This is an optimization exercise on Yosys and OpenROAD, whose aim is small area, a short achievable clock period and few clock cycles, not a production implementation. Where RTL was checked, it was by simulation tests only, not by an equivalence proof against the original. Power figures rest on the tool's default switching activity, not on a simulated workload.

// axi_stream_insert_header
module axi_stream_insert_header #(
    parameter DATA_WD = 64,
    parameter DATA_BYTE_WD = DATA_WD / 8,
    parameter BYTE_CNT_WD = $clog2(DATA_BYTE_WD)
) (
    input                       clk             ,
    input                       rst_n           ,
    input                       valid_in        ,
    input [DATA_WD-1 : 0]       data_in         ,
    input [DATA_BYTE_WD-1 : 0]  keep_in         ,
    input                       last_in         ,
    output                      ready_in        ,
    output                      valid_out       ,
    output [DATA_WD-1 : 0]      data_out        ,
    output [DATA_BYTE_WD-1 : 0] keep_out        ,
    output                      last_out        ,
    input                       ready_out       ,
    input                       valid_insert    ,
    input [DATA_WD-1 : 0]       data_insert     ,
    input [DATA_BYTE_WD-1 : 0]  keep_insert     ,
    input [BYTE_CNT_WD : 0]     byte_insert_cnt ,
    output                      ready_insert
    );
Settings: LEC_CHECK=0, CAP_MARGIN=20, CORE_MARGIN=2, CORE_UTILIZATION=40, PLACE_DENSITY=0.6, SLEW_MARGIN=20; clock period 5.0 ns.
standard.sh (not shown) runs the stock make flow with config.mk's settings and CLKGATE_MAP_FILE= SYNTH_SCRIPT=/design/flow/synth_recipe.tcl, a recipe that flattens the netlist after the stock synthesis.
==> flow/flow/run.sh <==
#!/bin/bash
# The standard ORFS layout (standard.sh), with these changes:
# - synthesis maps the logic with an area-oriented ABC script (flow/area.abc);
#   registers, flattening and names are synth_recipe.tcl's, unchanged;
# - every port is buffered with the smallest buffer cell (the resizer may
#   still upsize it) instead of the default choice;
# - clock tree: clkbuf_8 buffers and no dummy loads;
# - timing repair up to CTS aims for PRE_MARGIN ns of setup slack on the worst
#   path only; after global routing it only repairs up to POST_MARGIN.
set -euo pipefail
W=$PWD
PRE_MARGIN=${PRE_MARGIN:-2.0}
POST_MARGIN=${POST_MARGIN:-0}
COMMON=(
  "SYNTH_SCRIPT=$W/flow/my_synth.tcl"
  "MY_ABC_SCRIPT=$W/flow/area.abc"
  "FLOW_SYNTH_TCL=$W/synth_recipe.tcl"
  "BUFFER_PORTS_ARGS=-buffer_cell sky130_fd_sc_hd__buf_1"
  "CTS_ARGS=-sink_clustering_enable -repair_clock_nets -dont_use_dummy_load -buf_list sky130_fd_sc_hd__clkbuf_8 -root_buf sky130_fd_sc_hd__clkbuf_8"
  "TNS_END_PERCENT=5"
)
bash standard.sh "${COMMON[@]}" "SETUP_SLACK_MARGIN=$PRE_MARGIN" cts > flow_to_cts.log 2>&1
bash standard.sh "${COMMON[@]}" "SETUP_SLACK_MARGIN=$POST_MARGIN" finish > flow_to_finish.log 2>&1
==> flow/flow/area.abc <==
strash
dch
map -a
amap
topo
stime -c
==> flow/flow/my_synth.tcl <==
# The standard flow's synthesis script (synth_recipe.tcl), with ABC mapping the logic by
# the area-oriented script in MY_ABC_SCRIPT instead of ORFS's own script.
proc abc {args} {
  set i [lsearch -exact $args -script]
  if { $i >= 0 } { lset args [expr { $i + 1 }] $::env(MY_ABC_SCRIPT) }
  set i [lsearch -exact $args -D]
  if { $i >= 0 } { set args [lreplace $args $i [expr { $i + 1 }]] }
  puts "abc (own script): $args"
  yosys abc {*}$args
}
source $::env(FLOW_SYNTH_TCL)
The starting point ran to the end with no violations.
Testbench counts at the start, summed over its fixed seeds: cycles 11,954.
Then changed:
CORE_UTILIZATION = 55   (was 40)
PLACE_DENSITY = 0.75   (was 0.6)
After rerunning: Via count climbs by 4.6%. Non-clock buffer count grows by 5. Wire length came out lower by 4.3%. Sequential power hardly moves. Cell area falls by 1.2%. Area after synthesis is unchanged. Utilization climbs by 19 points.

========
The RTL this note starts from:
==> flow/design.v <==
module axi_stream_insert_header #(
    parameter DATA_WD = 64,
    parameter DATA_BYTE_WD = DATA_WD / 8,
    parameter BYTE_CNT_WD = $clog2(DATA_BYTE_WD)
) (
    input                       clk             ,
    input                       rst_n           ,
    input                       valid_in        ,
    input [DATA_WD-1 : 0]       data_in         ,
    input [DATA_BYTE_WD-1 : 0]  keep_in         ,
    input                       last_in         ,
    output                      ready_in        ,
    output                      valid_out       ,
    output [DATA_WD-1 : 0]      data_out        ,
    output [DATA_BYTE_WD-1 : 0] keep_out        ,
    output                      last_out        ,
    input                       ready_out       ,
    input                       valid_insert    ,
    input [DATA_WD-1 : 0]       data_insert     ,
    input [DATA_BYTE_WD-1 : 0]  keep_insert     ,
    input [BYTE_CNT_WD : 0]     byte_insert_cnt ,
    output                      ready_insert
    );
    localparam NB = DATA_BYTE_WD;
    reg                 in_pkt ;  
    reg                 tail   ;  
    reg  [DATA_WD-1:0]  carry  ;  
    reg  [BYTE_CNT_WD:0] hcnt  ;  
    reg  [NB-1:0]       tkeep  ;  
    wire [NB-1:0] mask = ~({NB{1'b1}} << hcnt);
    wire [BYTE_CNT_WD-1:0] rot = hcnt[BYTE_CNT_WD-1:0];
    function [DATA_WD-1:0] rotr;
        input [DATA_WD-1:0] d;
        input integer       n;
        rotr = (d >> (n * 8)) | (d << (DATA_WD - n * 8));
    endfunction
    function [NB-1:0] rotk;
        input [NB-1:0] k;
        input integer  n;
        rotk = (k >> n) | (k << (NB - n));
    endfunction
    wire [DATA_WD-1:0] lane_mask;
    genvar g;
    generate
        for (g = 0; g < NB; g = g + 1) begin : g_mask
            assign lane_mask[g*8 +: 8] = {8{mask[g]}};
        end
    endgenerate
    wire [DATA_WD-1:0] s0 = (carry & lane_mask) | (data_in & ~lane_mask);
    wire [DATA_WD-1:0] s1 = rot[0] ? rotr(s0, 1) : s0;
    wire [DATA_WD-1:0] s2 = rot[1] ? rotr(s1, 2) : s1;
    wire [DATA_WD-1:0] s3 = rot[2] ? rotr(s2, 4) : s2;
    wire [NB-1:0] k0 = keep_in | mask;
    wire [NB-1:0] k1 = rot[0] ? rotk(k0, 1) : k0;
    wire [NB-1:0] k2 = rot[1] ? rotk(k1, 2) : k1;
    wire [NB-1:0] k3 = rot[2] ? rotk(k2, 4) : k2;
    wire [NB-1:0] tail_keep = keep_in << (NB - hcnt);
    wire fits = ~|(keep_in & mask);
    wire idle = !in_pkt && !tail;
    assign ready_in     = in_pkt && ready_out;
    assign valid_out    = tail || (in_pkt && valid_in);
    assign ready_insert = idle || (ready_out && (tail || (in_pkt && valid_in && last_in && fits)));
    assign data_out = s3;
    assign keep_out = tail ? tkeep : (last_in ? k3 : {NB{1'b1}});
    assign last_out = tail || (last_in && fits);
    wire shake_insert = valid_insert && ready_insert;
    wire shake_in     = valid_in && ready_in;
    always @(posedge clk or negedge rst_n) begin
        if (!rst_n) begin
            in_pkt <= 1'b0;
            tail   <= 1'b0;
        end
        else begin
            if (shake_insert)
                in_pkt <= 1'b1;
            else if (shake_in && last_in)
                in_pkt <= 1'b0;
            if (shake_in && last_in && !fits)
                tail <= 1'b1;
            else if (ready_out)
                tail <= 1'b0;
        end
    end
    wire ld_hdr  = shake_insert;
    wire ld_in   = shake_in && !shake_insert;
    wire ld_hold = !shake_insert && !shake_in;
    always @(posedge clk)
        carry <= ({DATA_WD{ld_hdr}} & data_insert) | ({DATA_WD{ld_in}} & data_in) |
                 ({DATA_WD{ld_hold}} & carry);
    always @(posedge clk) begin
        if (shake_insert)
            hcnt <= byte_insert_cnt;
        if (shake_in)
            tkeep <= tail_keep;
    end
endmodule
Settings: LEC_CHECK=0, CAP_MARGIN=20, CORE_MARGIN=2, CORE_UTILIZATION=40, PLACE_DENSITY=0.6, SETUP_SLACK_MARGIN=2.0, SLEW_MARGIN=20; clock period 5.0 ns.
==> flow/flow/run.sh <==
#!/bin/bash
# The standard ORFS layout, with two changes:
# - synthesis maps the logic with an area-oriented ABC script (flow/area.abc);
#   registers, flattening and names are synth_recipe.tcl's, unchanged;
# - every port is buffered with the smallest buffer cell (the resizer may
#   still upsize it) instead of the default choice.
set -euo pipefail
W=$PWD
bash standard.sh \
  "SYNTH_SCRIPT=$W/flow/my_synth.tcl" \
  "MY_ABC_SCRIPT=$W/flow/area.abc" \
  "FLOW_SYNTH_TCL=$W/synth_recipe.tcl" \
  "BUFFER_PORTS_ARGS=-buffer_cell sky130_fd_sc_hd__buf_1" \
  finish > standard_flow.log 2>&1
Scripts as last shown in full above: flow/flow/area.abc, flow/flow/my_synth.tcl
The starting point ran to the end with no violations.
Rerun with:
Settings changed: SETUP_SLACK_MARGIN 2.0 to not set.
Non-clock buffer count fell by 51.
Power shrinks by about 17%.
Worst hold slack gets worse by 0.012 ns.
Core utilization is lower by 12 points.
Rerun with:
Settings changed: SETUP_SLACK_MARGIN set to 1.5.
Effect: The new run ran to the end with no violations; hold slack gets better by 0.015 ns; count of clock-buffer cells in the layout rose by 1; final area rose by about a fifth; global-route usage rose by 2.3 points; non-clock buffer count rose by 61; combinational power rose by a quarter to a third; clock power rose by a few percent; die area is unchanged.
No run of this note included a check of the RTL's function; only the layout flow was run.

==> separate check: timing with driven ports <==
Ports are ideal in the flow. The routed layouts listed here were re-timed in OpenROAD.
Step 1 assumes that a clkbuf_16 drives the clock port and a buf_2 every other input.
Step 2 moves the port delays by t, midway between the first and last clock arrival at a register: inputs arrive t later, outputs are due t later. That takes back most of the time a late clock gives input paths.
Slacks: no drivers / after step 1 / after step 2; pairs: no drivers / after step 1.
run | shift t [ns] | setup WS [ns] | worst slew at a driven data input, ns
the first run of note 1 | 0.406 | 1.842 / 1.807 / 1.586 | 0.06
the second run of note 1 | 0.389 | 1.876 / 1.852 / 1.534 | 0.07
the first run of note 2 | 0.388 | 1.236 / 1.195 / 1.583 | 0.08
the second run of note 2 | 0.387 | 0.453 / 0.453 / 0.453 | 0.06
the third run of note 2 | 0.386 | 1.258 / 1.217 / 1.464 | 0.08
After both steps every run listed still meets setup and hold. The setup slack of the second run of note 1, which loses most, moves by -0.024 ns with the drivers and by -0.342 ns with both steps.
